What follows belongs to an exercise in optimizing a design on an open flow for small area and a short achievable clock period; a production flow would make more cautious choices.
Only simulation tests tie the RTL to the original design; equivalence was not proved.

== the reference run ==
==> module FilterPipe, before the edit <==
module FilterPipe (
    input  wire         clk,
    input  wire         rst,
    input  wire         in_valid,
    input  wire [2:0]   op_code,
    input  wire [1:0]   matrix_size,
    input  wire [199:0] matrix_a,
    input  wire [199:0] matrix_b,
    input  wire [199:0] matrix_c,
    output reg          out_valid,
    output reg  [7:0]   result
);
    wire m2 = matrix_size[1] | matrix_size[0];
    wire m3 = matrix_size[1];
    wire m4 = matrix_size[1] & matrix_size[0];
    wire [199:0] am;
    genvar e;
    generate
        for (e = 0; e < 25; e = e + 1) begin : g_mask
            localparam integer R = e / 5;
            localparam integer C = e % 5;
            localparam integer MX = (R > C) ? R : C;
            if (MX <= 1) begin : g_all
                assign am[8*e +: 8] = matrix_a[8*e +: 8];
            end else if (MX == 2) begin : g_2
                assign am[8*e +: 8] = matrix_a[8*e +: 8] & {8{m2}};
            end else if (MX == 3) begin : g_3
                assign am[8*e +: 8] = matrix_a[8*e +: 8] & {8{m3}};
            end else begin : g_4
                assign am[8*e +: 8] = matrix_a[8*e +: 8] & {8{m4}};
            end
        end
    endgenerate
    reg         v_r, is6_r, is7_r;
    reg [199:0] a_r, b_r, c_r;
    always @(posedge clk) begin
        if (rst) v_r <= 1'b0;
        else     v_r <= in_valid;
        is6_r <= (op_code == 3'd6);
        is7_r <= (op_code == 3'd7);
        a_r   <= am;
        b_r   <= matrix_b;
        c_r   <= matrix_c;
    end
    wire [7:0] ax, ay;
    wire       satx, saty, negx;
    Coprocessor core (
        .am(a_r), .matrix_b(b_r), .matrix_c(c_r),
        .ax(ax), .ay(ay), .satx(satx), .saty(saty), .negx(negx)
    );
    reg        v_m, satx_m, saty_m, negx_m, is6_m, is7_m;
    reg [7:0]  ax_m, ay_m;
    always @(posedge clk) begin
        if (rst) v_m <= 1'b0;
        else     v_m <= v_r;
        satx_m <= satx;
        saty_m <= saty;
        negx_m <= negx;
        is6_m  <= is6_r;
        is7_m  <= is7_r;
        ax_m   <= ax;
        ay_m   <= ay;
    end
    wire [7:0] grad;
    sqrt sqrt_unit (.x(ax_m), .y(ay_m), .out(grad));
    wire [7:0] grad_s = (satx_m | saty_m) ? 8'd255 : grad;
    wire [7:0] lap    = negx_m ? 8'd0 : (satx_m ? 8'd255 : ax_m);
    always @(posedge clk) begin
        if (rst) out_valid <= 1'b0;
        else     out_valid <= v_m;
        result <= is6_m ? lap : (is7_m ? grad_s : 8'd0);
    end
endmodule
Settings: LEC_CHECK=0, CAP_MARGIN=20, CELL_PAD_IN_SITES_DETAIL_PLACEMENT=1, CORE_MARGIN=2, CORE_UTILIZATION=40, CTS_CLUSTER_DIAMETER=80, CTS_CLUSTER_SIZE=30, GPL_TIMING_DRIVEN=0, PLACE_DENSITY_LB_ADDON=0.1, SLEW_MARGIN=20, SYNTH_HIERARCHICAL=1; clock period 190.0 ns.
standard.sh (not shown) runs the stock make flow with config.mk's settings and CLKGATE_MAP_FILE= SYNTH_SCRIPT=/design/flow/synth_recipe.tcl, a recipe that flattens the netlist after the stock synthesis.
==> flow/flow/run.sh <==
#!/bin/bash
# The standard layout (the standard.sh: ORFS from synthesis to finish) with
# three changes:
#  - ABC maps the logic for a load of 1 (ABC_LOAD_IN_FF=1) instead of the
#    platform's 5, so it does not upsize the small AOI cells it maps;
#  - the buffers that ABC inserted are removed at floorplan
#    (REMOVE_ABC_BUFFERS=1, as global placement is not timing driven here);
#  - the port buffers that global placement inserts are sky130_fd_sc_hd__buf_1.
# make's output goes to standard.log; ORFS keeps each step's log under orfs/logs.
set -euo pipefail
export BUFFER_PORTS_ARGS="-buffer_cell sky130_fd_sc_hd__buf_1"
bash standard.sh ABC_LOAD_IN_FF=1 REMOVE_ABC_BUFFERS=1 finish > standard.log 2>&1
### the reference run -> the trial run
diff --git a/flow/design.v b/flow/design.v
--- a/flow/design.v
+++ b/flow/design.v
@@ -5370,25 +5370,15 @@
     wire [7:0] ax, ay;
     wire       satx, saty, negx;
     Coprocessor core (
         .am(a_r), .matrix_b(b_r), .matrix_c(c_r),
         .ax(ax), .ay(ay), .satx(satx), .saty(saty), .negx(negx)
     );
-    reg        v_m, satx_m, saty_m, negx_m, is6_m, is7_m;
-    reg [7:0]  ax_m, ay_m;
-    always @(posedge clk) begin
-        if (rst) v_m <= 1'b0;
-        else     v_m <= v_r;
-        satx_m <= satx;
-        saty_m <= saty;
-        negx_m <= negx;
-        is6_m  <= is6_r;
-        is7_m  <= is7_r;
-        ax_m   <= ax;
-        ay_m   <= ay;
-    end
+    wire       v_m = v_r, satx_m = satx, saty_m = saty, negx_m = negx;
+    wire       is6_m = is6_r, is7_m = is7_r;
+    wire [7:0] ax_m = ax, ay_m = ay;
     wire [7:0] grad;
     sqrt sqrt_unit (.x(ax_m), .y(ay_m), .out(grad));
     wire [7:0] grad_s = (satx_m | saty_m) ? 8'd255 : grad;
     wire [7:0] lap    = negx_m ? 8'd0 : (satx_m ? 8'd255 : ax_m);
     always @(posedge clk) begin
         if (rst) out_valid <= 1'b0;
Notes after the runs:
The trial run: PASS, flow complete, no timing, DRC or antenna violations. The trial run against the reference run: number of buffers created by CTS decreased about 20%; least setup slack across all paths after layout increased 21 ps; core utilization decreased 0.25 points; cell count decreased 32. Wire length of the first global-routing pass of the trial run falls short of that of the reference run slightly. On hold slack: between the reference run and the trial run, it ends up higher for the trial run. Min minimum period implied by the final worst setup slack across the reference run and the trial run: the trial run. There was hardly any difference in number of DRC violations after detailed routing between the trial run and the reference run. Between the reference run and the trial run, the flow reports post-route standard cell area excluding fillers decreasing slightly.

==> what the ideal ports hide <==
The flow's constraints put no driver on any port. The routed layouts listed below were extracted and timed again, unchanged, in two steps.
Step 1, drivers: a clkbuf_16 drives clk and a buf_2 each remaining input, both assumed.
Step 2 moves the port delays by t, midway between the first and last clock arrival at a register: inputs arrive t later, outputs are due t later. That takes back most of the time a late clock gives input paths.
Slacks: ideal ports / drivers / drivers and shift; pairs: ideal ports / drivers.
| run | shift t [ns] | slack for setup (ns) | worst setup path at the end | worst data-port slew with drivers (ns) | pins driven straight from the clock port |
|---|---|---|---|---|---|
| the reference run | 0.776 | 150.749 / 150.643 / 150.344 | input to register | 0.13 | 1 |
| the trial run | 0.831 | 150.770 / 150.666 / 150.543 | input to register | 0.10 | 1 |
After both steps setup and hold are still met in every run listed. The setup slack of the reference run, which loses most, moves by -0.106 ns with the drivers and by -0.405 ns with both steps.
